This is an optimization exercise on Yosys and OpenROAD, whose aim is small area, not a production implementation.
No functional check of the RTL was part of any run shown here.
Power figures rest on the tool's default switching activity, not on a simulated workload.

==> flow/design.v <==
module apb_i2c_master #(
  parameter int APB_ADDR_WIDTH = 8,
  parameter int CLK_DIV_WIDTH  = 16
) (
  input  logic                      pclk,
  input  logic                      presetn,
  input  logic [APB_ADDR_WIDTH-1:0] paddr,
  input  logic                      psel,
  input  logic                      penable,
  input  logic                      pwrite,
  input  logic [31:0]               pwdata,
  output logic [31:0]               prdata,
  output logic                      pready,
  output logic                      pslverr,
  input  logic                      scl_i,
  output logic                      scl_o,
  output logic                      scl_oe,
  output logic                      sda_o,
  output logic                      sda_oe,
  input  logic                      sda_i,
  output logic                      irq
);
  localparam logic [2:0] IDLE         = 3'd0;
  localparam logic [2:0] START        = 3'd1;
  localparam logic [2:0] BIT_SEND     = 3'd2;
  localparam logic [2:0] BIT_RECV     = 3'd3;
  localparam logic [2:0] ACK_PHASE    = 3'd4;
  localparam logic [2:0] STOP_WAIT    = 3'd5;
  localparam logic [2:0] STOP_RELEASE = 3'd6;
  localparam logic [2:0] COMPLETE     = 3'd7;
  logic                     en, hold_scl_low;
  logic [CLK_DIV_WIDTH-1:0] clk_div_reg;
  logic [7:0]               txdata_reg;
  logic [7:0]               rxdata_reg;
  logic [4:0]               cmd_reg;
  logic                     tx_buffer_valid;
  logic                     irq_done, irq_err;
  logic [1:0]               irq_en;
  logic st_busy, st_tip, st_rxv, st_txe, st_nack, st_arb, st_stretch, st_irqp, st_cmderr;
  logic [2:0] state;
  logic       active_stop, active_read, active_ack;
  logic       ack_from_slave;
  logic [2:0] bit_cnt;
  logic [7:0] shift_reg;
  logic       scl_drive_low, sda_drive_low;
  logic       nack_latched, cmd_error_flag, arb_lost_flag;
  logic       error_event, just_accepted, set_rx_valid;
  logic [2:0] scl_filter, sda_filter;
  logic       scl_sync, sda_sync, sda_sync_d;
  logic       bus_busy;
  logic [CLK_DIV_WIDTH-1:0] clk_cnt;
  logic                     scl_tick;
  wire cmd_start = cmd_reg[0];
  wire cmd_stop  = cmd_reg[1];
  wire cmd_read  = cmd_reg[2];
  wire cmd_write = cmd_reg[3];
  wire cmd_ack   = cmd_reg[4];
  wire apb_write = psel & penable & pwrite;
  wire apb_read  = psel & penable & ~pwrite;
  assign pready  = 1'b1;
  assign pslverr = 1'b0;
  assign scl_o   = 1'b0;
  assign sda_o   = 1'b0;
  assign scl_oe  = scl_drive_low;
  assign sda_oe  = sda_drive_low;
  assign irq = ((irq_done & irq_en[0]) | (irq_err & irq_en[1])) & en;
  wire st_idle     = (state == IDLE);
  wire st_complete = (state == COMPLETE);
  wire done_event  = st_complete;
  wire accept      = en & st_idle & (cmd_reg != 5'd0);
  wire accept_event    = just_accepted & ~st_complete;
  wire consume_tx_byte = just_accepted & (state == START || state == BIT_SEND);
  wire wr_ctrl   = apb_write & (paddr == 8'h00);
  wire wr_clkdiv = apb_write & (paddr == 8'h08);
  wire wr_txdata = apb_write & (paddr == 8'h0C);
  wire wr_cmd    = apb_write & (paddr == 8'h14);
  wire wr_irqst  = apb_write & (paddr == 8'h18);
  wire wr_irqen  = apb_write & (paddr == 8'h1C);
  always_ff @(posedge pclk or negedge presetn) begin
    if (!presetn) begin
      scl_filter <= 3'b111;
      sda_filter <= 3'b111;
      scl_sync   <= 1'b1;
      sda_sync   <= 1'b1;
      sda_sync_d <= 1'b1;
    end else begin
      scl_filter <= {scl_filter[1:0], scl_i};
      sda_filter <= {sda_filter[1:0], sda_i};
      if (&scl_filter)
        scl_sync <= 1'b1;
      else if (~|scl_filter)
        scl_sync <= 1'b0;
      if (&sda_filter)
        sda_sync <= 1'b1;
      else if (~|sda_filter)
        sda_sync <= 1'b0;
      sda_sync_d <= sda_sync;
    end
  end
  wire start_detect = sda_sync_d & ~sda_sync & scl_sync;
  wire stop_detect  = ~sda_sync_d & sda_sync & scl_sync;
  wire hold_for_stretch = ~scl_drive_low & ~scl_sync;
  always_ff @(posedge pclk) begin
    if (!en) begin
      clk_cnt  <= '0;
      scl_tick <= 1'b0;
    end else if (hold_for_stretch) begin
      scl_tick <= 1'b0;
    end else if (st_idle || st_complete || clk_cnt == '0) begin
      clk_cnt  <= clk_div_reg;
      scl_tick <= ~(st_idle || st_complete);
    end else begin
      clk_cnt  <= clk_cnt - 1'b1;
      scl_tick <= 1'b0;
    end
  end
  always_ff @(posedge pclk or negedge presetn) begin
    if (!presetn)
      bus_busy <= 1'b0;
    else if (!en)
      bus_busy <= 1'b0;
    else if (stop_detect)
      bus_busy <= 1'b0;
    else if (start_detect)
      bus_busy <= 1'b1;
  end
  always_ff @(posedge pclk or negedge presetn) begin
    if (!presetn) begin
      en              <= 1'b0;
      hold_scl_low    <= 1'b0;
      clk_div_reg     <= '0;
      txdata_reg      <= '0;
      tx_buffer_valid <= 1'b0;
      cmd_reg         <= '0;
      irq_done        <= 1'b0;
      irq_err         <= 1'b0;
      irq_en          <= 2'b01;
    end else begin
      if (wr_ctrl) begin
        en           <= pwdata[0];
        hold_scl_low <= pwdata[2];
      end
      if (wr_clkdiv) clk_div_reg <= pwdata[CLK_DIV_WIDTH-1:0];
      if (wr_txdata) txdata_reg <= pwdata[7:0];
      if (wr_irqen)  irq_en <= pwdata[1:0];
      if (!en)
        tx_buffer_valid <= 1'b0;
      else if (wr_txdata)
        tx_buffer_valid <= 1'b1;
      else if (consume_tx_byte)
        tx_buffer_valid <= 1'b0;
      if (!en)
        cmd_reg <= '0;
      else if (wr_cmd)
        cmd_reg <= pwdata[4:0];
      else if (just_accepted)
        cmd_reg <= '0;
      if (!en)
        irq_done <= 1'b0;
      else if (wr_irqst & pwdata[0])
        irq_done <= 1'b0;
      else if (done_event)
        irq_done <= 1'b1;
      if (!en)
        irq_err <= 1'b0;
      else if (wr_irqst & pwdata[1])
        irq_err <= 1'b0;
      else if (error_event)
        irq_err <= 1'b1;
    end
  end
  always_ff @(posedge pclk or negedge presetn) begin
    if (!presetn) begin
      st_busy    <= 1'b0;
      st_tip     <= 1'b0;
      st_rxv     <= 1'b0;
      st_txe     <= 1'b0;
      st_nack    <= 1'b0;
      st_arb     <= 1'b0;
      st_stretch <= 1'b0;
      st_irqp    <= 1'b0;
      st_cmderr  <= 1'b0;
    end else begin
      st_txe  <= st_idle & (cmd_reg == 5'd0);
      st_tip  <= ~st_idle & ~st_complete;
      st_busy <= bus_busy;
      st_irqp <= irq;
      if (!en) begin
        st_stretch <= 1'b0;
        st_rxv     <= 1'b0;
        st_nack    <= 1'b0;
        st_cmderr  <= 1'b0;
        st_arb     <= 1'b0;
      end else begin
        if (hold_for_stretch)
          st_stretch <= 1'b1;
        else if (done_event)
          st_stretch <= 1'b0;
        if (set_rx_valid)
          st_rxv <= 1'b1;
        else if ((apb_read && paddr == 8'h10) || accept_event)
          st_rxv <= 1'b0;
        if (done_event) begin
          st_nack   <= nack_latched;
          st_cmderr <= cmd_error_flag;
          st_arb    <= arb_lost_flag;
        end else if (accept_event) begin
          st_nack   <= 1'b0;
          st_cmderr <= 1'b0;
          st_arb    <= 1'b0;
        end
      end
    end
  end
  always_comb begin
    prdata = '0;
    case (paddr)
      8'h00: begin
        prdata[0] = en;
        prdata[2] = hold_scl_low;
      end
      8'h04: prdata[8:0] = {st_cmderr, st_irqp, st_stretch, st_arb, st_nack, st_txe, st_rxv, st_tip, st_busy};
      8'h08: prdata[CLK_DIV_WIDTH-1:0] = clk_div_reg;
      8'h0C: prdata[7:0] = txdata_reg;
      8'h10: prdata[7:0] = rxdata_reg;
      8'h14: prdata[4:0] = cmd_reg;
      8'h18: prdata[1:0] = {irq_err, irq_done};
      8'h1C: prdata[1:0] = irq_en;
      default: ;
    endcase
  end
  wire wr_or_rd = cmd_write | cmd_read;
  wire illegal  = (cmd_write & cmd_read) | (cmd_ack & ~cmd_read) |
                  (~cmd_start & ~cmd_stop & ~wr_or_rd) | (cmd_start & ~wr_or_rd) |
                  (wr_or_rd & ~tx_buffer_valid);
  wire stop_only = cmd_stop & ~cmd_start & ~wr_or_rd;
  always_ff @(posedge pclk) begin
    if (en) begin
      if (st_idle) begin
        nack_latched   <= 1'b0;
        arb_lost_flag  <= 1'b0;
        cmd_error_flag <= illegal;
        if (cmd_reg != 5'd0) begin
          active_stop <= cmd_stop;
          active_read <= cmd_read;
          active_ack  <= cmd_ack;
          shift_reg   <= txdata_reg;
          bit_cnt     <= 3'd7;
        end
      end
      case (state)
        BIT_SEND: begin
          if (scl_tick) begin
            if (!scl_drive_low) begin
              shift_reg <= {shift_reg[6:0], 1'b0};
            end else if (shift_reg[7] && !sda_sync) begin
              arb_lost_flag <= 1'b1;
            end else if (bit_cnt == 3'd0) begin
              ack_from_slave <= 1'b1;
            end else begin
              bit_cnt <= bit_cnt - 1'b1;
            end
          end else if (!scl_drive_low && shift_reg[7] && !sda_sync) begin
            arb_lost_flag <= 1'b1;
          end
        end
        ACK_PHASE: begin
          if (ack_from_slave && scl_tick && scl_drive_low) begin
            nack_latched <= sda_sync;
            bit_cnt      <= 3'd7;
          end
        end
        BIT_RECV: begin
          if (scl_tick && scl_drive_low) begin
            shift_reg <= {shift_reg[6:0], sda_sync};
            if (bit_cnt == 3'd0)
              ack_from_slave <= 1'b0;
            else
              bit_cnt <= bit_cnt - 1'b1;
          end
        end
        default: ;
      endcase
    end
  end
  always_ff @(posedge pclk or negedge presetn) begin
    if (!presetn) begin
      state         <= IDLE;
      scl_drive_low <= 1'b0;
      sda_drive_low <= 1'b0;
      rxdata_reg    <= 8'h00;
      error_event   <= 1'b0;
      just_accepted <= 1'b0;
      set_rx_valid  <= 1'b0;
    end else begin
      error_event   <= 1'b0;
      just_accepted <= 1'b0;
      set_rx_valid  <= 1'b0;
      if (!en) begin
        state         <= IDLE;
        scl_drive_low <= hold_scl_low;
        sda_drive_low <= 1'b0;
      end else begin
        case (state)
          IDLE: begin
            scl_drive_low <= hold_scl_low;
            sda_drive_low <= 1'b0;
            if (cmd_reg != 5'd0) begin
              just_accepted <= 1'b1;
              if (illegal) begin
                error_event <= 1'b1;
                state       <= COMPLETE;
              end else if (stop_only) begin
                state <= STOP_WAIT;
              end else if (cmd_start) begin
                state <= START;
              end else begin
                state         <= BIT_SEND;
                scl_drive_low <= 1'b1;
              end
            end
          end
          START: begin
            sda_drive_low <= 1'b1;
            scl_drive_low <= 1'b0;
            if (scl_sync && scl_tick) begin
              state         <= BIT_SEND;
              scl_drive_low <= 1'b1;
            end
          end
          BIT_SEND: begin
            if (scl_tick) begin
              scl_drive_low <= ~scl_drive_low;
              if (!scl_drive_low) begin
                sda_drive_low <= ~shift_reg[6];
              end else if (shift_reg[7] && !sda_sync) begin
                error_event   <= 1'b1;
                state         <= COMPLETE;
                sda_drive_low <= 1'b0;
                scl_drive_low <= 1'b0;
              end else if (bit_cnt == 3'd0) begin
                state         <= ACK_PHASE;
                sda_drive_low <= 1'b0;
              end
            end else if (!scl_drive_low && shift_reg[7] && !sda_sync) begin
              error_event   <= 1'b1;
              state         <= COMPLETE;
              sda_drive_low <= 1'b0;
              scl_drive_low <= 1'b0;
            end
          end
          ACK_PHASE: begin
            if (scl_tick) begin
              scl_drive_low <= ~scl_drive_low;
              if (!scl_drive_low) begin
                if (ack_from_slave || !active_ack)
                  sda_drive_low <= 1'b0;
              end else begin
                if (ack_from_slave && sda_sync)
                  error_event <= 1'b1;
                if (ack_from_slave && active_read && !sda_sync)
                  state <= BIT_RECV;
                else if (active_stop)
                  state <= STOP_WAIT;
                else
                  state <= COMPLETE;
              end
            end
          end
          BIT_RECV: begin
            if (scl_tick) begin
              scl_drive_low <= ~scl_drive_low;
              if (scl_drive_low) begin
                if (bit_cnt == 3'd0) begin
                  rxdata_reg    <= {shift_reg[6:0], sda_sync};
                  set_rx_valid  <= 1'b1;
                  state         <= ACK_PHASE;
                  sda_drive_low <= active_ack;
                end
              end else if (bit_cnt == 3'd0 && !active_ack) begin
                sda_drive_low <= 1'b0;
              end
            end
          end
          STOP_WAIT: begin
            scl_drive_low <= 1'b0;
            sda_drive_low <= 1'b1;
            if (scl_sync)
              state <= STOP_RELEASE;
          end
          STOP_RELEASE: begin
            scl_drive_low <= 1'b0;
            sda_drive_low <= 1'b0;
            state         <= COMPLETE;
          end
          default: begin  
            scl_drive_low <= hold_scl_low;
            sda_drive_low <= 1'b0;
            state         <= IDLE;
            if (nack_latched || cmd_error_flag || arb_lost_flag)
              error_event <= 1'b1;
          end
        endcase
      end
    end
  end
endmodule
==> flow/run.sh <==
#!/bin/bash
# synth_recipe.tcl (not shown) runs the flow's synth.tcl, then flattens the netlist and writes it again
# the make line also repeats each setting of config.mk as NAME=value (left out here)
make -C /OpenROAD-flow-scripts/flow DESIGN_CONFIG=/design/flow/config.mk WORK_HOME=/design/flow/orfs CLKGATE_MAP_FILE= SYNTH_SCRIPT=/design/flow/synth_recipe.tcl finish
==> flow/config.mk <==
export PLATFORM = sky130hd
export DESIGN_NAME = apb_i2c_master
export DESIGN_NICKNAME = apb_i2c_master
export VERILOG_FILES = /design/flow/design.v
export SDC_FILE = /design/flow/constraint.sdc
export NUM_CORES = 4
export LEC_CHECK = 0
export CAP_MARGIN = 20
export CORE_MARGIN = 2
export CORE_UTILIZATION = 40
export SLEW_MARGIN = 20
==> flow/constraint.sdc <==
create_clock -name core_clock -period 10.0 [get_ports {pclk}]
set_input_delay 2.0000 -clock core_clock [delete_from_list [all_inputs] [get_ports {pclk}]]
set_output_delay 2.0000 -clock core_clock [all_outputs]
set_load 0.01 [all_outputs]
==> flow_summary.json, run 1 <==
{
  "reg2regPathDepth": 6,
  "outcome": "complete, no violations",
  "ys_warn_count": 1,
  "drt_iter0_markers": 352,
  "ctsHoldBuffers": 0,
  "cts_inserted_buffers": 9,
  "synth_edf_count": 18,
  "antenna_found_initial": 0,
  "layout_commonest_cell": "dfrtp_1",
  "whs_path_depth": 0,
  "core_area_sq_um": 13770,
  "final.min_clock_period_ns": 7.000,
  "maxSlewViolCount": 0,
  "gp_congestion": 0.8973,
  "min-delay-start": "scl_filter[1]",
  "n_antenna_cell": 0,
  "rsz0062_at_grt": "no",
  "cp_common_cell": "clkdlybuf4s50_1",
  "worstHoldEndpoint": "scl_filter[2]",
  "p_int_uw": 685.2,
  "r2r_slack_ns": 7.26,
  "dieWidth_um": 122.2,
  "fin_crit_sh_pct": 70.00,
  "drive_gt1_share_pct": 13.81,
  "crit_required_ns": 8.00,
  "row_count": 43,
  "start_kind": "primary input",
  "drv_cap": 0,
  "clock-sinks": 106,
  "clk_latency_ns": 0.35,
  "final-hold-violation-count": 0,
  "cts.clk_slew.worst_paths_ns": 0.07,
  "cts_tree": "done",
  "p_per_area_nw_per_um2": 136.0,
  "power_uw": 879.2,
  "cp_slowest_cell": "clkdlybuf4s50_1",
  "dominantRegCellSynth": "dfrtp_1",
  "setup_violations": 0,
  "finClkSkew_ns": 0.007016,
  "rr_startpoint": "clk_cnt[9]",
  "seq_power_share_pct": 51.3,
  "seq_area_frac_synth_pct": 47.74,
  "switching_power_uw": 194.0,
  "drc": 0,
  "vias": 4577,
  "post-place-cells": 765,
  "layout_common_cells": "dfrtp_1 (61), nand2_1 (50), clkdlybuf4s50_1 (48)",
  "worstSetupPathType": "in -> out",
  "syn_area_per_cell_sq_um": 9.899,
  "synthesis.area_sq_um": 5593,
  "cp_top_family": "buffers and inverters",
  "nNetsFinal": 647,
  "power.leakage_uw": 0.002637,
  "h-tree-depth": 3,
  "cp_max_fo": 22,
  "vias_per_cell": 5.860,
  "root_buffer": "clkbuf_16",
  "place_area_sq_um": 6133,
  "stdcell_area_sq_um": 6466,
  "netSwitchingFraction_pct": 22.07,
  "post_cts_buffers": 0,
  "grt_pass1_wl_um": 24360,
  "path_cells": "clkdlybuf4s50_1, nor4b_4, and2_1, a22oi_1, o21ai_0, clkdlybuf4s50_1",
  "timing.rr.end": "clk_cnt[8]",
  "max_slew.worst_pin.slew_ns": 1.061,
  "io_buffer_count": 49,
  "slew_headroom_pct": 29.07,
  "initial_core_util_pct": 40.61,
  "grt_max_degree": 72,
  "ios": 86,
  "hpwl_um": 10650,
  "power_frac_comb_pct": 4.8,
  "area_growth_pct": 15.62,
  "wl_per_cell_um": 19.49,
  "fin_cells": 781,
  "async_flop_share_pct": 66.98,
  "grtUsageTotal_pct": 21.28,
  "first_global_vias": 4410,
  "fin_tns_setup_ns": 0,
  "crit_buf_inv": 2,
  "cts_buffer_depth": 2,
  "chipHeight_um": 122.2,
  "drtPass1Iterations": 5,
  "syn-instance-count": 565,
  "nFillCells": 1313,
  "max_stage_delay_ns": 1.01,
  "antenna_left": 0,
  "synth.distinct_cells": 65,
  "cp.arrival_ns": 5.00,
  "fmax_mhz": 142.8,
  "cp.depth": 6,
  "finalWirelength_um": 15220,
  "ir_worst_vdd_uv": 69.87,
  "end_kind": "primary output",
  "p_clk_share_pct": 43.8,
  "synth_seq_cells": 106,
  "final_core_util_pct": 46.95,
  "die_area_sq_um": 14940,
  "hp-class": "reg -> reg",
  "cts_resized": 0,
  "grt_overflow": 0
}
final cells by class:
| class | instances | area [sq um] | area share, % |
|---|---|---|---|
| clock inverter | 4 | 45.04 | 0.6966 |
| multi-input combinational | 413 | 2680 | 41.45 |
| clock buffer | 12 | 279.0 | 4.315 |
| inverter | 13 | 48.80 | 0.7546 |
| tap | 180 | 225.2 | 3.483 |
| sequential | 106 | 2670 | 41.29 |
| timing repair buffer | 53 | 518.0 | 8.011 |
cells by family after synthesis:
kind of cell	count (synthesis)	synth area share (%)
AND/OR/NAND/NOR	202	19.24
AO/OA/AOI/OAI	134	15.66
flip-flops	106	47.74
buffers and inverters	64	6.107
multiplexers	50	9.754
adder cells (fa/ha/maj)	4	0.8949
XOR/XNOR	3	0.4699
other	2	0.1343
worst max-delay path by stage:
stage               slack [ns]        end     start
finish                    3.00  prdata[7]  paddr[3]
global placement          2.75  prdata[5]  paddr[3]
CTS                       2.71  prdata[5]  paddr[3]
global route              2.71  prdata[7]  paddr[3]
floorplan                 4.84  prdata[2]  paddr[5]
detailed placement        2.74  prdata[5]  paddr[3]
cell usage after synthesis, types with 4 or more instances:
library cell	count	area share, %
clkbuf_1	23	1.5
a22oi_1	5	0.67
nand3_1	28	2.5
nand3b_1	10	1.3
mux2_2	36	7.2
and2_1	7	0.78
o21ai_0	27	2.4
edfxtp_1	18	9.7
a221oi_1	4	0.63
or2_2	4	0.45
nand2b_1	7	0.78
or3_1	4	0.45
inv_1	12	0.81
nor2b_1	5	0.56
o21ai_1	12	1.1
o311ai_1	4	0.63
dfrtp_1	61	27
dfstp_2	10	4.7
buf_4	20	2.7
nor3_1	14	1.3
a31oi_1	12	1.3
o211ai_1	4	0.54
dfxtp_1	17	6.1
o22ai_1	6	0.67
mux2i_1	14	2.5
nor3b_1	6	0.81
a211oi_1	5	0.67
nand2_1	50	3.4
a21oi_1	26	2.3
ha_1	4	0.89
nor4_1	11	1.2
and3_1	11	1.2
nor2_1	30	2.0
power groups by stage:
stage,combinational [uW],sequential [uW],clock [uW]
2_1_floorplan,24.3,455,0
3_3_place_gp,41.6,460,0
3_5_place_dp,42.2,460,0
6_report,42.6,451,385
5_1_grt,47.4,452,408
4_1_cts,42.5,451,391
metrics by stage:
stage | setup slack, ns | hold WS, ns
6_report | 3.000 | 0.3654
5_1_grt | 2.709 | 0.3733
4_1_cts | 2.707 | 0.3666
3_5_place_dp | 2.737 | 0.3564
3_3_place_gp | 2.753 | 0.3556
2_1_floorplan | 4.837 | 0.3533
per-layer routing:
metal | global-route usage [%] | wire [um] | share of wire [%]
met1 | 29.96 | 6905 | 45
met2 | 34.17 | 7209 | 47
met3 | 3.067 | 898 | 5.9
met4 | 6.250 | 212 | 1.4
met5 | 0 | 0 | 0
==> inputs of run 2 (changes only) <==
==> flow/flow/run.sh (new file) <==
#!/bin/bash
# Standard ORFS layout (the standard.sh) with smaller port buffers, one shared
# tie cell per constant level and no dummy clock loads.
set -euo pipefail
export BUFFER_PORTS_ARGS="-buffer_cell sky130_fd_sc_hd__buf_1"
export SKIP_REPAIR_TIE_FANOUT=1
export CTS_ARGS="-sink_clustering_enable -repair_clock_nets -dont_use_dummy_load"
bash standard.sh > standard.log 2>&1
==> flow/standard.sh (new file) <==
#!/bin/bash
# synth_recipe.tcl (not shown) runs the flow's synth.tcl, then flattens the netlist and writes it again
# the make line also repeats each setting of config.mk as NAME=value (left out here)
make -C /OpenROAD-flow-scripts/flow DESIGN_CONFIG=/design/flow/config.mk WORK_HOME=/design/flow/orfs CLKGATE_MAP_FILE= SYNTH_SCRIPT=/design/flow/synth_recipe.tcl "${@:-finish}"
removed: flow/run.sh
==> flow_summary.json, run 2 <==
{
  "maxSlewViolCount": 0,
  "setup_violations": 0,
  "nNetsFinal": 629,
  "fin_tns_setup_ns": 0,
  "cts_inserted_buffers": 9,
  "crit_required_ns": 8.00,
  "drt_iter0_markers": 328,
  "crit_end": "prdata[7]",
  "gp_congestion": 0.8853,
  "post_cts_buffers": 0,
  "ys_warn_count": 1,
  "synthTopCellsByArea": "dfrtp_1 (27%), edfxtp_1 (9.7%), mux2_2 (7.2%), dfxtp_1 (6.1%), dfstp_2 (4.7%)",
  "timing.rr.end": "clk_cnt[12]",
  "stdcell_area_sq_um": 6000,
  "synth.distinct_cells": 65,
  "wl_per_cell_um": 19.44,
  "path_cells": "buf_1, nor4b_4, and2_1, a22oi_1, o21ai_0, buf_1",
  "fin_hold_ws_ns": 0.3664,
  "cts_resized": 0,
  "synthesis.area_sq_um": 5593,
  "worstSetupPathType": "in -> out",
  "synth_edf_count": 18,
  "max_stage_delay_ns": 0.73,
  "initial_core_util_pct": 40.61,
  "die_area_sq_um": 14940,
  "r2r_slack_ns": 7.24,
  "fin_crit_sh_pct": 62.73,
  "clk_latency_ns": 0.34,
  "antenna_left": 0,
  "drtPass1Iterations": 5,
  "antenna_found_initial": 0,
  "vias_per_cell": 6.026,
  "end_kind": "primary output",
  "max_slew.worst_pin.slew_ns": 1.084,
  "synth.largest_area_cell": "dfrtp_1",
  "outcome": "complete, no violations",
  "io_buffer_count": 49,
  "n_antenna_cell": 0,
  "cp_slowest_cell": "buf_1",
  "start_kind": "primary input",
  "root_buffer": "clkbuf_16",
  "final_core_util_pct": 43.56,
  "drc": 0,
  "critical_path.startpoint": "paddr[3]",
  "cp.depth": 6,
  "ios": 86,
  "nFillCells": 1357,
  "synth_seq_cells": 106,
  "crit_buf_inv": 2,
  "drive_gt1_share_pct": 13.54,
  "cp_common_cell": "buf_1",
  "hpwl_um": 10290,
  "grt_overflow": 0,
  "ctsHoldBuffers": 0,
  "syn-instance-count": 565,
  "grt_pass1_wl_um": 23540,
  "dominantRegCellSynth": "dfrtp_1",
  "row_count": 43,
  "clock-sinks": 106,
  "rsz0062_at_grt": "no",
  "grt_max_degree": 72,
  "layout_commonest_cell": "dfrtp_1",
  "synth_top_area_share_pct": 27.29,
  "finClkSkew_ns": 0.01115,
  "area_growth_pct": 7.271,
  "final.min_clock_period_ns": 6.273,
  "place_area_sq_um": 5766,
  "cts_tree": "done",
  "finalWirelength_um": 14700,
  "drv_cap": 0,
  "cts_buffer_depth": 2,
  "core_area_sq_um": 13770,
  "synth.most_common_cell": "dfrtp_1",
  "hp-class": "reg -> reg",
  "seq_area_frac_synth_pct": 47.74,
  "p_per_area_nw_per_um2": 131.5,
  "fmax_mhz": 159.4,
  "chipHeight_um": 122.2,
  "h-tree-depth": 3,
  "cp.arrival_ns": 4.27,
  "slew_headroom_pct": 27.58,
  "power.leakage_uw": 0.002407,
  "layout_common_cells": "dfrtp_1 (61), nand2_1 (50), buf_1 (48)",
  "syn_area_per_cell_sq_um": 9.899,
  "rr_startpoint": "clk_cnt[9]",
  "cp_top_family": "simple AND/OR/NAND/NOR gates",
  "dieWidth_um": 122.2,
  "vias": 4556,
  "synth_common_cells": "dfrtp_1 (61), nand2_1 (50), mux2_2 (36)",
  "cp_max_fo": 22,
  "reg2regPathDepth": 6,
  "ir_worst_vdd_uv": 75.85,
  "cts.clk_slew.worst_paths_ns": 0.07,
  "first_global_vias": 4340,
  "grtUsageTotal_pct": 20.41,
  "final-hold-violation-count": 0,
  "async_flop_share_pct": 66.98
}
==> run 2: cell count changes in the layout (fill, tap and decap cells not counted), moves of 2 or more <==
cell	change
buf_1	+48
clkbuf_16	-2
clkdlybuf4s50_1	-48
conb_1	-18
==> run 2: final cells by class <==
| class | instances | area [sq um] | area share [%] |
|---|---|---|---|
| clock buffer | 9 | 225.2 | 3.754 |
| inverter | 13 | 48.80 | 0.8133 |
| multi-input combinational | 395 | 2613 | 43.55 |
| sequential | 106 | 2670 | 44.50 |
| tap | 180 | 225.2 | 3.754 |
| timing repair buffer | 53 | 217.7 | 3.629 |
==> run 2: worst min path at each step <==
stage                  start  slack, ns  depth (start not counted)            end
2_1_floorplan       sda_sync       0.35                          0     sda_sync_d
3_3_place_gp   sda_filter[1]       0.35                          0  sda_filter[2]
3_5_place_dp   sda_filter[1]       0.36                          0  sda_filter[2]
4_1_cts        sda_filter[1]       0.37                          0  sda_filter[2]
5_1_grt        sda_filter[1]       0.37                          0  sda_filter[2]
6_report       sda_filter[1]       0.37                          0  sda_filter[2]
==> run 2: metrics by stage <==
| stage | power [uW] | cells | setup slack, ns |
|---|---|---|---|
| floorplan | 479.2 | 565 | 4.837 |
| global placement | 493.2 | 747 | 3.464 |
| detailed placement | 494.0 | 747 | 3.444 |
| CTS | 795.9 | 756 | 3.419 |
| global route | 814.6 | 756 | 3.535 |
| finish | 788.8 | 756 | 3.727 |
==> run 2: worst reg2reg max path, stage by stage, from the launching register on <==
cell and delay (ns):
dfxtp_1 0.36, or4_4 0.59, or3_4 0.39, o21ai_4 0.68, o22ai_2 0.29, o311ai_1 0.16, o311ai_1 0.15
==> run 2: logic make-up after synthesis <==
kind of cell	share of synthesized area (%)
flops	47.74
xor+xnor	0.4699
other cells	0.1343
compound gates	15.66
mux	9.754
buf+inv	6.107
simple gates	19.24
fa+ha+maj	0.8949
==> run 2: where the power goes <==
| part | leakage, uW | total, uW | switching, uW | internal [uW] |
|---|---|---|---|---|
| logic | 0.00105 | 34.1 | 24.4 | 9.72 |
| clock network | 0.000111 | 303 | 144 | 159 |
| registers | 0.00124 | 452 | 7.49 | 444 |
==> run 2: routing by layer <==
metal  vias to the layer above  global-route usage [%]  share of wire [%]
li1                       2092                       -                  -
met1                      2239                   28.79                 46
met2                       196                   30.97                 46
met3                        29                   3.625                6.4
met4                         0                   8.549                2.4
met5                         -                       0                  0
==> inputs of run 3 (changes only) <==
==> flow/flow/run.sh (replaced) <==
#!/bin/bash
set -euo pipefail
export BUFFER_PORTS_ARGS="-buffer_cell sky130_fd_sc_hd__buf_1"
export SKIP_REPAIR_TIE_FANOUT=1
export POST_FLOORPLAN_TCL="$PWD/flow/downsize.tcl"
export CTS_ARGS="-sink_clustering_enable -repair_clock_nets -dont_use_dummy_load -buf_list sky130_fd_sc_hd__clkbuf_4 -root_buf sky130_fd_sc_hd__clkbuf_8 -sink_clustering_size 10 -sink_clustering_max_diameter 60"
bash standard.sh > standard.log 2>&1
==> flow/flow/downsize.tcl (new file) <==
# Swap every combinational cell for the smallest cell of the same function
# (same name stem, other drive strength). Registers, tie, tap and clock
# cells are left alone; later repair steps size up whatever timing, slew or
# capacitance needs.
proc my_downsize {} {
  set block [ord::get_db_block]
  set db [ord::get_db]
  set swapped 0
  set saved 0.0
  foreach inst [$block getInsts] {
    set name [[$inst getMaster] getName]
    if { ![regexp {^(sky130_fd_sc_hd__([a-z0-9]+))_([0-9]+)$} $name -> stem fn drv] } { continue }
    if { [regexp {^(df|edf|sdf|dl|conb|tap|fill|decap|clk|lpflow|probe|diode)} $fn] } { continue }
    set cur [get_lib_cells */$name]
    if { $cur == "" } { continue }
    set best $name
    set best_area [get_property $cur area]
    foreach d {0 1 2 3 4 6 8 12 16} {
      set cand "${stem}_$d"
      if { $cand == $name } { continue }
      set lc [get_lib_cells -quiet */$cand]
      if { $lc == "" } { continue }
      if { [get_property $lc dont_use] } { continue }
      set a [get_property $lc area]
      if { $a < $best_area - 1e-6 } {
        set best $cand
        set best_area $a
      }
    }
    if { $best != $name } {
      set saved [expr { $saved + [get_property $cur area] - $best_area }]
      replace_cell [$inst getName] [get_lib_cells */$best]
      incr swapped
    }
  }
  puts "my_downsize: swapped $swapped cells, saved [format %.1f $saved] um2"
}
my_downsize
==> flow_summary.json, run 3 <==
{
  "synthAdderAreaFrac_pct": 0.8949,
  "cts_buffer_depth": 2,
  "synth_seq_cells": 106,
  "setup_violations": 0,
  "finClkSkew_ns": 0.02273,
  "syn-instance-count": 565,
  "p_clk_share_pct": 30.8,
  "synth-compound-area-share_pct": 15.66,
  "io_buffer_count": 49,
  "synthXorXnorAreaFrac_pct": 0.4698,
  "synth_edf_count": 18,
  "core_area_sq_um": 13770,
  "outcome": "complete, no violations",
  "final-hold-violation-count": 0,
  "final_core_util_pct": 42.61,
  "synth_mux_area_share_pct": 9.754,
  "gp_congestion": 0.9022,
  "power_frac_comb_pct": 4.9,
  "drt_iter0_markers": 381,
  "post_cts_buffers": 0,
  "fin_tns_setup_ns": 0,
  "h-tree-depth": 3,
  "first_global_vias": 4413,
  "vias": 4501,
  "ir_worst_vdd_uv": 68.00,
  "fmax_mhz": 158.2,
  "switching_power_uw": 167.7,
  "grtUsageTotal_pct": 21.06,
  "grt_max_degree": 72,
  "area_growth_pct": 4.944,
  "netSwitchingFraction_pct": 23.87,
  "dieWidth_um": 122.2,
  "final.min_clock_period_ns": 6.322,
  "drive_gt1_share_pct": 12.80,
  "clock-sinks": 106,
  "syn_area_per_cell_sq_um": 9.899,
  "start_kind": "primary input",
  "cp_max_fo": 22,
  "clk_latency_ns": 0.38,
  "slew_headroom_pct": 32.60,
  "vias_per_cell": 5.938,
  "drtPass1Iterations": 5,
  "synthesis.area_sq_um": 5593,
  "fin_crit_sh_pct": 63.22,
  "seq_area_frac_synth_pct": 47.74,
  "synth.most_common_cell": "dfrtp_1",
  "cts.clk_slew.worst_paths_ns": 0.09,
  "synth.largest_area_cell": "dfrtp_1",
  "hpwl_um": 10550,
  "seq_power_share_pct": 64.2,
  "cts_tree": "done",
  "antenna_found_initial": 0,
  "rsz0062_at_grt": "no",
  "synth.distinct_cells": 65,
  "synthTopCellsByArea": "dfrtp_1 (27%), edfxtp_1 (9.7%), mux2_2 (7.2%), dfxtp_1 (6.1%), dfstp_2 (4.7%)",
  "ios": 86,
  "p_per_area_nw_per_um2": 119.7,
  "max_slew.worst_pin.slew_ns": 1.011,
  "synth_common_cells": "dfrtp_1 (61), nand2_1 (50), mux2_2 (36)",
  "power.leakage_uw": 0.002355,
  "root_buffer": "clkbuf_8",
  "drv_cap": 0,
  "cp.arrival_ns": 4.32,
  "layout_commonest_cell": "dfrtp_1",
  "nNetsFinal": 631,
  "worstSetupPathType": "in -> out",
  "cts_inserted_buffers": 9,
  "synth_top_family_by_area": "simple AND/OR/NAND/NOR gates",
  "finalWirelength_um": 14910,
  "chipHeight_um": 122.2,
  "wl_per_cell_um": 19.67,
  "async_flop_share_pct": 66.98,
  "end_kind": "primary output",
  "n_antenna_cell": 0,
  "synth_top_area_share_pct": 27.29,
  "die_area_sq_um": 14940,
  "ys_warn_count": 1,
  "row_count": 43,
  "cts_resized": 0,
  "dominantRegCellSynth": "dfrtp_1",
  "ctsHoldBuffers": 0,
  "layout_common_cells": "dfrtp_1 (61), nand2_1 (50), buf_1 (48)",
  "grt_overflow": 0,
  "yosys.area_share.simple_pct": 19.24,
  "initial_core_util_pct": 40.61,
  "crit_required_ns": 8.00,
  "antenna_left": 0,
  "hp-class": "reg -> reg",
  "p_int_uw": 534.7,
  "power_uw": 702.4,
  "drc": 0,
  "maxSlewViolCount": 0,
  "grt_pass1_wl_um": 24250
}
run 3: logic make-up after synthesis:
kind of cell / Yosys count
AND/OR/NAND/NOR: 202
AO/OA/AOI/OAI: 134
flip-flops: 106
buffers and inverters: 64
multiplexers: 50
adder cells (fa/ha/maj): 4
XOR/XNOR: 3
other: 2
run 3: path summary, 6_finish.rpt:
| check | endpoint | from | cells after the start | slack [ns] |
|---|---|---|---|---|
| setup / recovery | prdata[2] | paddr[3] | 5 | 3.68 |
| hold / removal | scl_filter[2] | scl_filter[1] | 0 | 0.37 |
| setup reg to reg | scl_drive_low | cmd_reg[0] | 5 | 7.32 |
| hold reg to reg | scl_filter[2] | scl_filter[1] | 0 | 0.37 |
| max in group asynchronous | sda_drive_low | presetn | 1 | 7.56 |
| min in group asynchronous | cmd_reg[2] | presetn | 1 | 1.78 |
run 3: per-stage QoR:
stage	hold WS, ns	instance area (sq um)	instances	setup slack, ns
2_1_floorplan	0.3533	5593	565	4.837
3_3_place_gp	0.3563	5737	749	3.483
3_5_place_dp	0.3596	5737	749	3.454
4_1_cts	0.3732	5861	758	3.452
5_1_grt	0.3821	5869	758	3.512
6_report	0.3713	5869	758	3.678
run 3: final cells by class:
type                            instances  area, sq um
Clock buffer                            9        123.9
Fill cell                            1373         7904
Inverter                               13        48.80
Sequential cell                       106         2670
Tap cell                              180        225.2
Timing Repair Buffer                   55        232.7
Multi-Input combinational cell        395         2569
run 3: power groups by stage:
stage | Clock, uW | Combinational (uW) | Sequential, uW
after floorplan | 0 | 24.3 | 455
after global placement | 0 | 33.4 | 460
after detailed placement | 0 | 34.2 | 460
after CTS | 221 | 34.4 | 451
after global routing | 237 | 38.9 | 452
final | 217 | 34.5 | 451
run 3: metal layers:
metal / part of all wire (%) / track usage (%)
met1: 45 / 29.58
met2: 46 / 32.71
met3: 6.9 / 3.578
met4: 2.2 / 7.830
met5: 0 / 0
run 3: worst max-delay path, stage by stage:
cell,delay (ns)
buf_1,0.73
nor4b_4,0.76
and2_1,0.39
a221o_1,0.26
buf_1,0.18
==> inputs of run 4 (changes only) <==
==> flow/flow/run.sh (replaced) <==
#!/bin/bash
set -euo pipefail
export BUFFER_PORTS_ARGS="-buffer_cell sky130_fd_sc_hd__buf_1"
export SKIP_REPAIR_TIE_FANOUT=1
export POST_FLOORPLAN_TCL="$PWD/flow/downsize.tcl"
export CTS_ARGS="-sink_clustering_enable -repair_clock_nets -dont_use_dummy_load -buf_list sky130_fd_sc_hd__clkbuf_8 -root_buf sky130_fd_sc_hd__clkbuf_8"
bash standard.sh > standard.log 2>&1
==> flow_summary.json, run 4 <==
{
  "p_clk_share_pct": 30.8,
  "cp_top_family": "simple AND/OR/NAND/NOR gates",
  "rsz0062_at_grt": "no",
  "met2_wirelength_um": 6862,
  "worstSetupPathType": "in -> out",
  "row_count": 43,
  "path_cells": "buf_1, nor4b_4, and2_1, a221o_1, buf_1",
  "synth.largest_area_cell": "dfrtp_1",
  "antenna_found_initial": 0,
  "n_antenna_cell": 0,
  "finClkSkew_ns": 0.02273,
  "timing.rr.end": "scl_drive_low",
  "crit_end": "prdata[2]",
  "clock-sinks": 106,
  "layout_commonest_cell": "dfrtp_1",
  "chipHeight_um": 122.2,
  "die_area_sq_um": 14940,
  "cp_common_cell": "buf_1",
  "grt_pass1_wl_um": 24250,
  "wl_met3_um": 1024,
  "gp_congestion": 0.9022,
  "finalWirelength_um": 14910,
  "synth_seq_cells": 106,
  "hpwl_um": 10550,
  "outcome": "complete, no violations",
  "ios": 86,
  "r2r_slack_ns": 7.32,
  "async_flop_share_pct": 66.98,
  "ir_worst_vdd_uv": 68.00,
  "slew_headroom_pct": 32.60,
  "cts_buffer_depth": 2,
  "crit_required_ns": 8.00,
  "clk_latency_ns": 0.38,
  "start_kind": "primary input",
  "fin_tns_setup_ns": 0,
  "netSwitchingFraction_pct": 23.87,
  "p_int_uw": 534.7,
  "reg2regPathDepth": 5,
  "cts_inserted_buffers": 9,
  "ys_warn_count": 1,
  "fin_crit_sh_pct": 63.22,
  "antenna_left": 0,
  "cp_max_fo": 22,
  "wl_per_cell_um": 19.67,
  "syn_area_per_cell_sq_um": 9.899,
  "grtUsageTotal_pct": 21.06,
  "syn-instance-count": 565,
  "vias_per_cell": 5.938,
  "hp-class": "reg -> reg",
  "cp.depth": 5,
  "final.min_clock_period_ns": 6.322,
  "core_area_sq_um": 13770,
  "post_cts_buffers": 0,
  "power_frac_comb_pct": 4.9,
  "end_kind": "primary output",
  "cts_tree": "done",
  "nNetsFinal": 631,
  "maxSlewViolCount": 0,
  "met1Wirelength_um": 6695,
  "dieWidth_um": 122.2,
  "crit_buf_inv": 2,
  "max_slew.worst_pin.slew_ns": 1.011,
  "drv_cap": 0,
  "synthesis.area_sq_um": 5593,
  "setup_violations": 0,
  "synth_edf_count": 18,
  "ctsHoldBuffers": 0,
  "switching_power_uw": 167.7,
  "initial_core_util_pct": 40.61,
  "drc": 0,
  "fin_hold_ws_ns": 0.3713,
  "p_per_area_nw_per_um2": 119.7,
  "layout_common_cells": "dfrtp_1 (61), nand2_1 (50), buf_1 (48)",
  "vias": 4501,
  "cts.clk_slew.worst_paths_ns": 0.09,
  "seq_area_frac_synth_pct": 47.74,
  "seq_power_share_pct": 64.2,
  "fmax_mhz": 158.2,
  "topRoutingLayerUsed": "met4",
  "drtPass1Iterations": 5,
  "area_growth_pct": 4.944,
  "max_stage_delay_ns": 0.76,
  "rr_startpoint": "cmd_reg[0]",
  "drt_iter0_markers": 381,
  "io_buffer_count": 49,
  "grt_overflow": 0,
  "critical_path.startpoint": "paddr[3]",
  "cts_resized": 0,
  "synth.distinct_cells": 65,
  "cp.arrival_ns": 4.32,
  "dominantRegCellSynth": "dfrtp_1",
  "nFillCells": 1373,
  "root_buffer": "clkbuf_8",
  "synth.most_common_cell": "dfrtp_1",
  "first_global_vias": 4413,
  "power.leakage_uw": 0.002355,
  "synth_top_area_share_pct": 27.29,
  "grt_max_degree": 72,
  "synthTopCellsByArea": "dfrtp_1 (27%), edfxtp_1 (9.7%), mux2_2 (7.2%), dfxtp_1 (6.1%), dfstp_2 (4.7%)",
  "cp_slowest_cell": "nor4b_4",
  "drive_gt1_share_pct": 12.80,
  "synth_common_cells": "dfrtp_1 (61), nand2_1 (50), mux2_2 (36)",
  "final-hold-violation-count": 0,
  "h-tree-depth": 3
}
## run 4: cell counts in the layout (fill, tap and decap cells not counted)
No cell type changed its count.
## run 4: worst min path at each step
| stage | startpoint | end | slack [ns] | depth (start not counted) |
|---|---|---|---|---|
| final | scl_filter[1] | scl_filter[2] | 0.37 | 0 |
| after global routing | sda_filter[1] | sda_filter[2] | 0.38 | 0 |
| after CTS | sda_filter[1] | sda_filter[2] | 0.37 | 0 |
| after detailed placement | scl_filter[1] | scl_filter[2] | 0.36 | 0 |
| after global placement | scl_filter[1] | scl_filter[2] | 0.36 | 0 |
| after floorplan | sda_sync | sda_sync_d | 0.35 | 0 |
## run 4: logic make-up (layout without fill, tap and decap cells)
family | after synthesis | count (layout) | share of synthesized area (%)
AND/OR/NAND/NOR | 202 | 202 | 19.24
buffers and inverters | 64 | 77 | 6.107
multiplexers | 50 | 50 | 9.754
adder cells (fa/ha/maj) | 4 | 4 | 0.8949
XOR/XNOR | 3 | 3 | 0.4699
other | 2 | 2 | 0.1343
AO/OA/AOI/OAI | 134 | 134 | 15.66
flip-flops | 106 | 106 | 47.74
## run 4: metal layers
layer | track usage, % | up-vias
met3 | 3.578 | 27
met1 | 29.58 | 2187
li1 | - | 2094
met5 | 0 | -
met4 | 7.830 | 0
met2 | 32.71 | 193
## run 4: power by group through the flow
stage	registers (uW)	clock network, uW	logic, uW
floorplan	455	0	24.3
global placement	460	0	33.4
detailed placement	460	0	34.2
CTS	451	221	34.4
global route	452	237	38.9
finish	451	217	34.5
## run 4: cell type report
class	instances	area [sq um]	share of cell area (%)
clock buffer	9	123.9	2.110
timing repair buffer	55	232.7	3.965
inverter	13	48.80	0.8314
multi-input combinational	395	2569	43.76
sequential	106	2670	45.49
tap	180	225.2	3.837
## run 4: through the flow
stage	instances	worst slack [ns]	total power, uW	utilization (%)	area (sq um)
finish	758	3.678	702.4	42.61	5869
global route	758	3.512	727.7	42.61	5869
CTS	758	3.452	706.9	42.55	5861
detailed placement	749	3.454	494.2	41.65	5737
global placement	749	3.483	493.0	41.65	5737
floorplan	565	4.837	479.2	-	5593
## run 4: worst reg2reg max path, cell delays in order, from the launching register on
cell and delay, ns:
dfrtp_1 0.50, or4_1 0.67, o21ai_2 0.83, o311ai_1 0.21, a32oi_1 0.27, nor2_1 0.07
==> inputs of run 5 (changes only) <==
--- a/flow/design.v
+++ b/flow/design.v
@@ -36,14 +36,14 @@
   logic                     tx_buffer_valid;
   logic                     irq_done, irq_err;
   logic [1:0]               irq_en;
-  logic st_busy, st_tip, st_rxv, st_txe, st_nack, st_arb, st_stretch, st_irqp, st_cmderr;
+  logic st_busy, st_tip, st_rxv, st_txe, st_stretch, st_irqp;
+  logic res_nack, res_arb, res_cmderr;
   logic [2:0] state;
   logic       active_stop, active_read, active_ack;
   logic       ack_from_slave;
   logic [2:0] bit_cnt;
   logic [7:0] shift_reg;
   logic       scl_drive_low, sda_drive_low;
-  logic       nack_latched, cmd_error_flag, arb_lost_flag;
   logic       error_event, just_accepted, set_rx_valid;
   logic [2:0] scl_filter, sda_filter;
   logic       scl_sync, sda_sync, sda_sync_d;
@@ -70,6 +70,9 @@
   wire accept      = en & st_idle & (cmd_reg != 5'd0);
   wire accept_event    = just_accepted & ~st_complete;
   wire consume_tx_byte = just_accepted & (state == START || state == BIT_SEND);
+  wire res_show = st_idle | just_accepted;
+  wire arb_lost = (state == BIT_SEND) & shift_reg[7] & ~sda_sync & (scl_tick ? scl_drive_low : ~scl_drive_low);
+  wire ack_sample = (state == ACK_PHASE) & ack_from_slave & scl_tick & scl_drive_low;
   wire wr_ctrl   = apb_write & (paddr == 8'h00);
   wire wr_clkdiv = apb_write & (paddr == 8'h08);
   wire wr_txdata = apb_write & (paddr == 8'h0C);
@@ -82,7 +85,6 @@
       sda_filter <= 3'b111;
       scl_sync   <= 1'b1;
       sda_sync   <= 1'b1;
-      sda_sync_d <= 1'b1;
     end else begin
       scl_filter <= {scl_filter[1:0], scl_i};
       sda_filter <= {sda_filter[1:0], sda_i};
@@ -94,9 +96,10 @@
         sda_sync <= 1'b1;
       else if (~|sda_filter)
         sda_sync <= 1'b0;
-      sda_sync_d <= sda_sync;
     end
   end
+  always_ff @(posedge pclk)
+    sda_sync_d <= sda_sync;
   wire start_detect = sda_sync_d & ~sda_sync & scl_sync;
   wire stop_detect  = ~sda_sync_d & sda_sync & scl_sync;
   wire hold_for_stretch = ~scl_drive_low & ~scl_sync;
@@ -130,7 +133,6 @@
       hold_scl_low    <= 1'b0;
       clk_div_reg     <= '0;
       txdata_reg      <= '0;
-      tx_buffer_valid <= 1'b0;
       cmd_reg         <= '0;
       irq_done        <= 1'b0;
       irq_err         <= 1'b0;
@@ -144,12 +146,6 @@
       if (wr_txdata) txdata_reg <= pwdata[7:0];
       if (wr_irqen)  irq_en <= pwdata[1:0];
       if (!en)
-        tx_buffer_valid <= 1'b0;
-      else if (wr_txdata)
-        tx_buffer_valid <= 1'b1;
-      else if (consume_tx_byte)
-        tx_buffer_valid <= 1'b0;
-      if (!en)
         cmd_reg <= '0;
       else if (wr_cmd)
         cmd_reg <= pwdata[4:0];
@@ -169,17 +165,25 @@
         irq_err <= 1'b1;
     end
   end
+  always_ff @(posedge pclk) begin
+    if (!en)
+      tx_buffer_valid <= 1'b0;
+    else if (wr_txdata)
+      tx_buffer_valid <= 1'b1;
+    else if (consume_tx_byte)
+      tx_buffer_valid <= 1'b0;
+  end
   always_ff @(posedge pclk or negedge presetn) begin
     if (!presetn) begin
       st_busy    <= 1'b0;
       st_tip     <= 1'b0;
       st_rxv     <= 1'b0;
       st_txe     <= 1'b0;
-      st_nack    <= 1'b0;
-      st_arb     <= 1'b0;
       st_stretch <= 1'b0;
       st_irqp    <= 1'b0;
-      st_cmderr  <= 1'b0;
+      res_nack   <= 1'b0;
+      res_arb    <= 1'b0;
+      res_cmderr <= 1'b0;
     end else begin
       st_txe  <= st_idle & (cmd_reg == 5'd0);
       st_tip  <= ~st_idle & ~st_complete;
@@ -188,9 +192,9 @@
       if (!en) begin
         st_stretch <= 1'b0;
         st_rxv     <= 1'b0;
-        st_nack    <= 1'b0;
-        st_cmderr  <= 1'b0;
-        st_arb     <= 1'b0;
+        res_nack   <= 1'b0;
+        res_cmderr <= 1'b0;
+        res_arb    <= 1'b0;
       end else begin
         if (hold_for_stretch)
           st_stretch <= 1'b1;
@@ -200,14 +204,15 @@
           st_rxv <= 1'b1;
         else if ((apb_read && paddr == 8'h10) || accept_event)
           st_rxv <= 1'b0;
-        if (done_event) begin
-          st_nack   <= nack_latched;
-          st_cmderr <= cmd_error_flag;
-          st_arb    <= arb_lost_flag;
-        end else if (accept_event) begin
-          st_nack   <= 1'b0;
-          st_cmderr <= 1'b0;
-          st_arb    <= 1'b0;
+        if (just_accepted) begin
+          res_nack   <= 1'b0;
+          res_arb    <= 1'b0;
+          res_cmderr <= st_complete;
+        end else begin
+          if (arb_lost)
+            res_arb <= 1'b1;
+          if (ack_sample)
+            res_nack <= sda_sync;
         end
       end
     end
@@ -219,7 +224,8 @@
         prdata[0] = en;
         prdata[2] = hold_scl_low;
       end
-      8'h04: prdata[8:0] = {st_cmderr, st_irqp, st_stretch, st_arb, st_nack, st_txe, st_rxv, st_tip, st_busy};
+      8'h04: prdata[8:0] = {res_cmderr & res_show, st_irqp, st_stretch, res_arb & res_show,
+                            res_nack & res_show, st_txe, st_rxv, st_tip, st_busy};
       8'h08: prdata[CLK_DIV_WIDTH-1:0] = clk_div_reg;
       8'h0C: prdata[7:0] = txdata_reg;
       8'h10: prdata[7:0] = rxdata_reg;
@@ -237,9 +243,6 @@
   always_ff @(posedge pclk) begin
     if (en) begin
       if (st_idle) begin
-        nack_latched   <= 1'b0;
-        arb_lost_flag  <= 1'b0;
-        cmd_error_flag <= illegal;
         if (cmd_reg != 5'd0) begin
           active_stop <= cmd_stop;
           active_read <= cmd_read;
@@ -254,20 +257,16 @@
             if (!scl_drive_low) begin
               shift_reg <= {shift_reg[6:0], 1'b0};
             end else if (shift_reg[7] && !sda_sync) begin
-              arb_lost_flag <= 1'b1;
             end else if (bit_cnt == 3'd0) begin
               ack_from_slave <= 1'b1;
             end else begin
               bit_cnt <= bit_cnt - 1'b1;
             end
-          end else if (!scl_drive_low && shift_reg[7] && !sda_sync) begin
-            arb_lost_flag <= 1'b1;
           end
         end
         ACK_PHASE: begin
           if (ack_from_slave && scl_tick && scl_drive_low) begin
-            nack_latched <= sda_sync;
-            bit_cnt      <= 3'd7;
+            bit_cnt <= 3'd7;
           end
         end
         BIT_RECV: begin
@@ -283,19 +282,20 @@
       endcase
     end
   end
+  always_ff @(posedge pclk) begin
+    just_accepted <= accept;
+    set_rx_valid  <= en & (state == BIT_RECV) & scl_tick & scl_drive_low & (bit_cnt == 3'd0);
+    error_event   <= en & ((st_idle & (cmd_reg != 5'd0) & illegal) | arb_lost |
+                           (ack_sample & sda_sync) |
+                           (st_complete & (just_accepted | res_nack | res_arb)));
+  end
   always_ff @(posedge pclk or negedge presetn) begin
     if (!presetn) begin
       state         <= IDLE;
       scl_drive_low <= 1'b0;
       sda_drive_low <= 1'b0;
       rxdata_reg    <= 8'h00;
-      error_event   <= 1'b0;
-      just_accepted <= 1'b0;
-      set_rx_valid  <= 1'b0;
     end else begin
-      error_event   <= 1'b0;
-      just_accepted <= 1'b0;
-      set_rx_valid  <= 1'b0;
       if (!en) begin
         state         <= IDLE;
         scl_drive_low <= hold_scl_low;
@@ -306,9 +306,7 @@
             scl_drive_low <= hold_scl_low;
             sda_drive_low <= 1'b0;
             if (cmd_reg != 5'd0) begin
-              just_accepted <= 1'b1;
               if (illegal) begin
-                error_event <= 1'b1;
                 state       <= COMPLETE;
               end else if (stop_only) begin
                 state <= STOP_WAIT;
@@ -334,7 +332,6 @@
               if (!scl_drive_low) begin
                 sda_drive_low <= ~shift_reg[6];
               end else if (shift_reg[7] && !sda_sync) begin
-                error_event   <= 1'b1;
                 state         <= COMPLETE;
                 sda_drive_low <= 1'b0;
                 scl_drive_low <= 1'b0;
@@ -343,7 +340,6 @@
                 sda_drive_low <= 1'b0;
               end
             end else if (!scl_drive_low && shift_reg[7] && !sda_sync) begin
-              error_event   <= 1'b1;
               state         <= COMPLETE;
               sda_drive_low <= 1'b0;
               scl_drive_low <= 1'b0;
@@ -356,8 +352,6 @@
                 if (ack_from_slave || !active_ack)
                   sda_drive_low <= 1'b0;
               end else begin
-                if (ack_from_slave && sda_sync)
-                  error_event <= 1'b1;
                 if (ack_from_slave && active_read && !sda_sync)
                   state <= BIT_RECV;
                 else if (active_stop)
@@ -373,7 +367,6 @@
               if (scl_drive_low) begin
                 if (bit_cnt == 3'd0) begin
                   rxdata_reg    <= {shift_reg[6:0], sda_sync};
-                  set_rx_valid  <= 1'b1;
                   state         <= ACK_PHASE;
                   sda_drive_low <= active_ack;
                 end
@@ -397,8 +390,6 @@
             scl_drive_low <= hold_scl_low;
             sda_drive_low <= 1'b0;
             state         <= IDLE;
-            if (nack_latched || cmd_error_flag || arb_lost_flag)
-              error_event <= 1'b1;
           end
         endcase
       end
==> flow/flow/run.sh (replaced) <==
#!/bin/bash
set -euo pipefail
export BUFFER_PORTS_ARGS="-buffer_cell sky130_fd_sc_hd__buf_1"
export SKIP_REPAIR_TIE_FANOUT=1
export POST_FLOORPLAN_TCL="$PWD/flow/downsize.tcl"
export CTS_ARGS="-sink_clustering_enable -repair_clock_nets -dont_use_dummy_load -buf_list sky130_fd_sc_hd__clkbuf_4 -root_buf sky130_fd_sc_hd__clkbuf_8 -sink_clustering_size 10 -sink_clustering_max_diameter 60"
bash standard.sh > standard.log 2>&1
==> flow_summary.json, run 5 <==
{
  "outcome": "complete, no violations",
  "vias_per_cell": 5.962,
  "syn-instance-count": 554,
  "setup_violations": 0,
  "clk_latency_ns": 0.39,
  "final.min_clock_period_ns": 6.205,
  "rsz0062_at_grt": "no",
  "final_core_util_pct": 42.17,
  "final-hold-violation-count": 0,
  "antenna_found_initial": 0,
  "initial_core_util_pct": 40.71,
  "rr_startpoint": "state[0]",
  "end_kind": "primary output",
  "vias": 4495,
  "grt_overflow": 0,
  "cts_buffer_depth": 2,
  "max_stage_delay_ns": 0.77,
  "maxSlewViolCount": 0,
  "chipHeight_um": 122.6,
  "cp_slowest_cell": "nor2_1",
  "first_global_vias": 4395,
  "die_area_sq_um": 15040,
  "h-tree-depth": 3,
  "synth.most_common_cell": "dfrtp_1",
  "synthTopCellsByArea": "dfrtp_1 (25%), edfxtp_1 (8.0%), dfxtp_1 (7.8%), mux2_2 (7.4%), dfstp_2 (4.2%)",
  "cp_top_family": "buffers and inverters",
  "antenna_left": 0,
  "synth_edf_count": 15,
  "cp.arrival_ns": 4.20,
  "cp_max_fo": 14,
  "slew_headroom_pct": 38.07,
  "hp-class": "reg -> reg",
  "layout_common_cells": "dfrtp_1 (57), buf_1 (48), nand2_1 (43)",
  "fin_crit_sh_pct": 62.05,
  "post_cts_buffers": 0,
  "drtPass1Iterations": 5,
  "start_kind": "primary input",
  "seq_area_frac_synth_pct": 45.37,
  "ctsHoldBuffers": 0,
  "fmax_mhz": 161.2,
  "drt_iter0_markers": 382,
  "cts.clk_slew.worst_paths_ns": 0.07,
  "max_slew.worst_pin.slew_ns": 0.9255,
  "gp_congestion": 0.8761,
  "finClkSkew_ns": 0.01915,
  "drc": 0,
  "dominantRegCellSynth": "dfrtp_1",
  "path_cells": "buf_1, inv_1, nor2_1, a221oi_1, o22ai_1, buf_1",
  "cts_inserted_buffers": 9,
  "async_flop_share_pct": 64.08,
  "synth_top_area_share_pct": 25.34,
  "clock-sinks": 103,
  "n_antenna_cell": 0,
  "wl_per_cell_um": 19.21,
  "grt_max_degree": 67,
  "ios": 86,
  "grtUsageTotal_pct": 20.27,
  "worstSetupPathType": "in -> out",
  "io_buffer_count": 49,
  "fin_tns_setup_ns": 0,
  "finalWirelength_um": 14480,
  "crit_buf_inv": 3,
  "synth_seq_cells": 103,
  "layout_commonest_cell": "dfrtp_1",
  "synth.largest_area_cell": "dfrtp_1",
  "core_area_sq_um": 13830,
  "nNetsFinal": 629,
  "dieWidth_um": 122.6,
  "power.leakage_uw": 0.002374,
  "critical_path.startpoint": "paddr[3]",
  "min-delay-start": "scl_filter[1]",
  "ys_warn_count": 1,
  "cts_tree": "done",
  "ir_worst_vdd_uv": 117.8,
  "drive_gt1_share_pct": 13.07,
  "grt_pass1_wl_um": 23160,
  "area_growth_pct": 3.579,
  "hpwl_um": 10390,
  "cp_common_cell": "buf_1",
  "drv_cap": 0,
  "fin_cells": 754,
  "preCtsSetupSlack_ns": 3.831,
  "post-place-cells": 743,
  "synthesis.area_sq_um": 5629,
  "syn_area_per_cell_sq_um": 10.16,
  "synth_common_cells": "dfrtp_1 (57), nand2_1 (43), mux2_2 (37)",
  "crit_required_ns": 8.00,
  "row_count": 43,
  "synth.distinct_cells": 79,
  "cts_resized": 0,
  "root_buffer": "clkbuf_8",
  "p_per_area_nw_per_um2": 119.2,
  "fin_ws_ns": 3.795
}
run 5: changes by cell type after synthesis, sizes merged, moves of 6 or more:
cell | previous run | this run
clkbuf | 23 | 16
mux2i | 14 | 23
a21oi | 28 | 22
a22o | 3 | 9
nand2 | 50 | 43
nand3b | 10 | 2
o21ai | 40 | 29
run 5: worst register-to-register path, stage by stage, from the launching register on:
cell and delay (ns):
dfrtp_1 0.72, nor3_1 0.22, nor2_1 0.63, and2_1 0.78
o21ai_0 0.18, a221oi_1 0.31
run 5: kinds of logic after synthesis:
kind of cell	share of synthesized area [%]
buffers and inverters	6.468
other	0.1334
multiplexers	11.49
AND/OR/NAND/NOR	19.38
AO/OA/AOI/OAI	15.83
flip-flops	45.37
adder cells (fa/ha/maj)	1.334
run 5: path summary, 6_finish.rpt:
check | to | slack [ns] | depth (start not counted)
worst max-delay path | prdata[1] | 3.80 | 6
worst min-delay path | scl_filter[2] | 0.37 | 0
worst max register to register | clk_cnt[8] | 7.06 | 5
worst min register to register | scl_filter[2] | 0.37 | 0
max in group asynchronous | clk_div_reg[14] | 7.63 | 2
min in group asynchronous | txdata_reg[5] | 1.78 | 2
run 5: layer usage:
metal	part of all wire, %	routed length, um	GRT usage, %
met3	5.0	720	2.928
met5	0	0	0
met4	2.6	376	8.836
met2	47	6846	32.60
met1	45	6539	27.22
run 5: per-stage QoR:
step | hold WS, ns | total power [uW] | instance area [sq um]
6_report | 0.3659 | 694.9 | 5831
5_1_grt | 0.3749 | 721.1 | 5831
4_1_cts | 0.3668 | 699.4 | 5818
3_5_place_dp | 0.3557 | 488.6 | 5694
3_3_place_gp | 0.3573 | 487.0 | 5694
2_1_floorplan | 0.3540 | 473.3 | 5629
run 5: layout make-up:
| class | count | area [sq um] |
|---|---|---|
| multi-input cells | 385 | 2603 |
| clock buffers | 9 | 123.9 |
| fillers | 1329 | 7996 |
| repair buffers | 59 | 257.7 |
| inverters | 18 | 67.56 |
| flip-flops and latches | 103 | 2554 |
| well taps | 180 | 225.2 |
run 5: power by group:
part | switching [uW] | total (uW) | internal (uW) | leakage [uW]
Clock | 134 | 215 | 81.1 | 0.0000647
Combinational | 30.8 | 44.1 | 13.3 | 0.00112
Sequential | 6.54 | 436 | 429 | 0.00119
==> inputs of run 6 (changes only) <==
==> flow/flow/run.sh (replaced) <==
#!/bin/bash
set -euo pipefail
export BUFFER_PORTS_ARGS="-buffer_cell sky130_fd_sc_hd__buf_1"
export SKIP_REPAIR_TIE_FANOUT=1
export POST_FLOORPLAN_TCL="$PWD/flow/downsize.tcl"
export CTS_ARGS="-sink_clustering_enable -repair_clock_nets -dont_use_dummy_load -buf_list sky130_fd_sc_hd__clkbuf_8 -root_buf sky130_fd_sc_hd__clkbuf_8 -sink_clustering_size 30 -sink_clustering_max_diameter 150"
bash standard.sh > standard.log 2>&1
==> flow_summary.json, run 6 <==
{
  "chipHeight_um": 122.6,
  "power_uw": 694.9,
  "end_kind": "primary output",
  "cts_tree": "done",
  "grt_max_degree": 67,
  "gp_congestion": 0.8761,
  "drv_cap": 0,
  "whs_path_depth": 0,
  "fmax_mhz": 161.2,
  "min-delay-start": "scl_filter[1]",
  "first_global_vias": 4395,
  "syn-instance-count": 554,
  "cts.clk_slew.worst_paths_ns": 0.07,
  "crit_required_ns": 8.00,
  "drive_gt1_share_pct": 13.07,
  "fin_tns_setup_ns": 0,
  "finalWirelength_um": 14480,
  "io_buffer_count": 49,
  "synth.largest_area_cell": "dfrtp_1",
  "worstHoldEndpoint": "scl_filter[2]",
  "dieWidth_um": 122.6,
  "final_core_util_pct": 42.17,
  "cts_buffer_depth": 2,
  "n_antenna_cell": 0,
  "p_per_area_nw_per_um2": 119.2,
  "clk_latency_ns": 0.39,
  "worstSetupPathType": "in -> out",
  "antenna_found_initial": 0,
  "final.min_clock_period_ns": 6.205,
  "h-tree-depth": 3,
  "cts_resized": 0,
  "layout_commonest_cell": "dfrtp_1",
  "drtPass1Iterations": 5,
  "max_slew.worst_pin.slew_ns": 0.9255,
  "vias": 4495,
  "vias_per_cell": 5.962,
  "drt_iter0_markers": 382,
  "synth_common_cells": "dfrtp_1 (57), nand2_1 (43), mux2_2 (37)",
  "root_buffer": "clkbuf_8",
  "grt_overflow": 0,
  "dominantRegCellSynth": "dfrtp_1",
  "ir_worst_vdd_uv": 117.8,
  "die_area_sq_um": 15040,
  "synthTopCellsByArea": "dfrtp_1 (25%), edfxtp_1 (8.0%), dfxtp_1 (7.8%), mux2_2 (7.4%), dfstp_2 (4.2%)",
  "seq_area_frac_synth_pct": 45.37,
  "final-hold-violation-count": 0,
  "outcome": "complete, no violations",
  "synth_top_area_share_pct": 25.34,
  "preCtsSetupSlack_ns": 3.831,
  "drc": 0,
  "clock-sinks": 103,
  "stdcell_area_sq_um": 5831,
  "area_growth_pct": 3.579,
  "synthesis.area_sq_um": 5629,
  "finClkSkew_ns": 0.01915,
  "slew_headroom_pct": 38.07,
  "hpwl_um": 10390,
  "synth.most_common_cell": "dfrtp_1",
  "nNetsFinal": 629,
  "power.leakage_uw": 0.002374,
  "ios": 86,
  "maxSlewViolCount": 0,
  "syn_area_per_cell_sq_um": 10.16,
  "synth.distinct_cells": 79,
  "reg2regPathDepth": 5,
  "antenna_left": 0,
  "post_cts_buffers": 0,
  "grt_pass1_wl_um": 23160,
  "fin_crit_sh_pct": 62.05,
  "async_flop_share_pct": 64.08,
  "place_area_sq_um": 5694,
  "setup_violations": 0,
  "cp_max_fo": 14,
  "core_area_sq_um": 13830,
  "ctsHoldBuffers": 0,
  "hp-class": "reg -> reg",
  "initial_core_util_pct": 40.71,
  "grtUsageTotal_pct": 20.27,
  "fin_ws_ns": 3.795,
  "wl_per_cell_um": 19.21,
  "cts_inserted_buffers": 9,
  "start_kind": "primary input",
  "rr_startpoint": "state[0]",
  "cp.arrival_ns": 4.20,
  "row_count": 43,
  "synth_edf_count": 15,
  "synth_seq_cells": 103,
  "layout_common_cells": "dfrtp_1 (57), buf_1 (48), nand2_1 (43)",
  "r2r_slack_ns": 7.06,
  "ys_warn_count": 1,
  "timing.rr.end": "clk_cnt[8]",
  "rsz0062_at_grt": "no"
}
## run 6: cell type report
class | instances | area (sq um)
clock buffers | 9 | 123.9
fillers | 1329 | 7996
inverters | 18 | 67.56
multi-input cells | 385 | 2603
flip-flops and latches | 103 | 2554
well taps | 180 | 225.2
repair buffers | 59 | 257.7
## run 6: cell families (layout without fill, tap and decap cells)
group | count (synthesis) | in the layout | share of synthesized area [%]
AOI/OAI and AO/OA | 129 | 129 | 15.83
DFF | 103 | 103 | 45.37
adders and majority gates | 6 | 6 | 1.334
buffers and inverters | 66 | 86 | 6.468
other | 2 | 2 | 0.1334
and+or+nand+nor | 188 | 188 | 19.38
muxes | 60 | 60 | 11.49
## run 6: power by group
group          switching [uW]  internal, uW
sequential               6.54           429
clock                     134          81.1
combinational            30.8          13.3
total                     171           524
## run 6: routing by layer
metal	vias to the layer above	share of wire (%)	track usage, %
li1	2088	-	-
met1	2230	45	27.22
met2	154	47	32.60
met3	23	5.0	2.928
met4	0	2.6	8.836
met5	-	0	0
## run 6: through the flow
stage               hold slack, ns  instances
floorplan                   0.3540        554
global placement            0.3573        743
detailed placement          0.3557        743
CTS                         0.3668        752
global route                0.3749        754
finish                      0.3659        754
## run 6: worst max path at each step
stage,start,end,cells past startpoint
finish,paddr[3],prdata[1],6
global route,paddr[3],prdata[1],6
CTS,paddr[3],prdata[1],6
detailed placement,paddr[3],prdata[1],6
global placement,paddr[3],prdata[1],6
floorplan,paddr[1],prdata[1],6
## run 6: critical path, cell delays in order
cell and delay, ns:
buf_1 0.59, inv_1 0.22, nor2_1 0.77, a221oi_1 0.21, o22ai_1 0.24, buf_1 0.17

-- static timing again, ports no longer ideal --
How much do the figures lean on ideal ports? The routed layouts below were timed once more, with nothing changed but the port constraints. Step 1 (the two cells are an assumption about what drives the block):
set clk [get_ports {pclk}]
set_driving_cell -lib_cell sky130_fd_sc_hd__clkbuf_16 $clk
set_driving_cell -lib_cell sky130_fd_sc_hd__buf_2 [delete_from_list [all_inputs] $clk]
Step 2, shift: input delay + t, output delay - t, t = (earliest + latest rising clock arrival at the registers) / 2. This alone moves slack from input paths to output paths. Slacks: no drivers / after step 1 / after step 2; pairs: no drivers / after step 1.
run	t (ns)	setup slack, ns	worst hold slack (ns)	slew at the worst register clock pin (ns)
run 1	0.387	3.000 / 2.977 / 2.977	0.365 / 0.365 / 0.365	0.07 / 0.07
run 2	0.375	3.727 / 3.699 / 3.699	0.366 / 0.366 / 0.366	0.07 / 0.07
run 3	0.403	3.678 / 3.649 / 3.649	0.371 / 0.371 / 0.371	0.10 / 0.10
run 4	0.403	3.678 / 3.649 / 3.649	0.371 / 0.371 / 0.371	0.10 / 0.10
run 5	0.414	3.795 / 3.769 / 3.769	0.366 / 0.366 / 0.366	0.10 / 0.10
run 6	0.414	3.795 / 3.769 / 3.769	0.366 / 0.366 / 0.366	0.10 / 0.10
After both steps setup and hold are still met in every run listed.
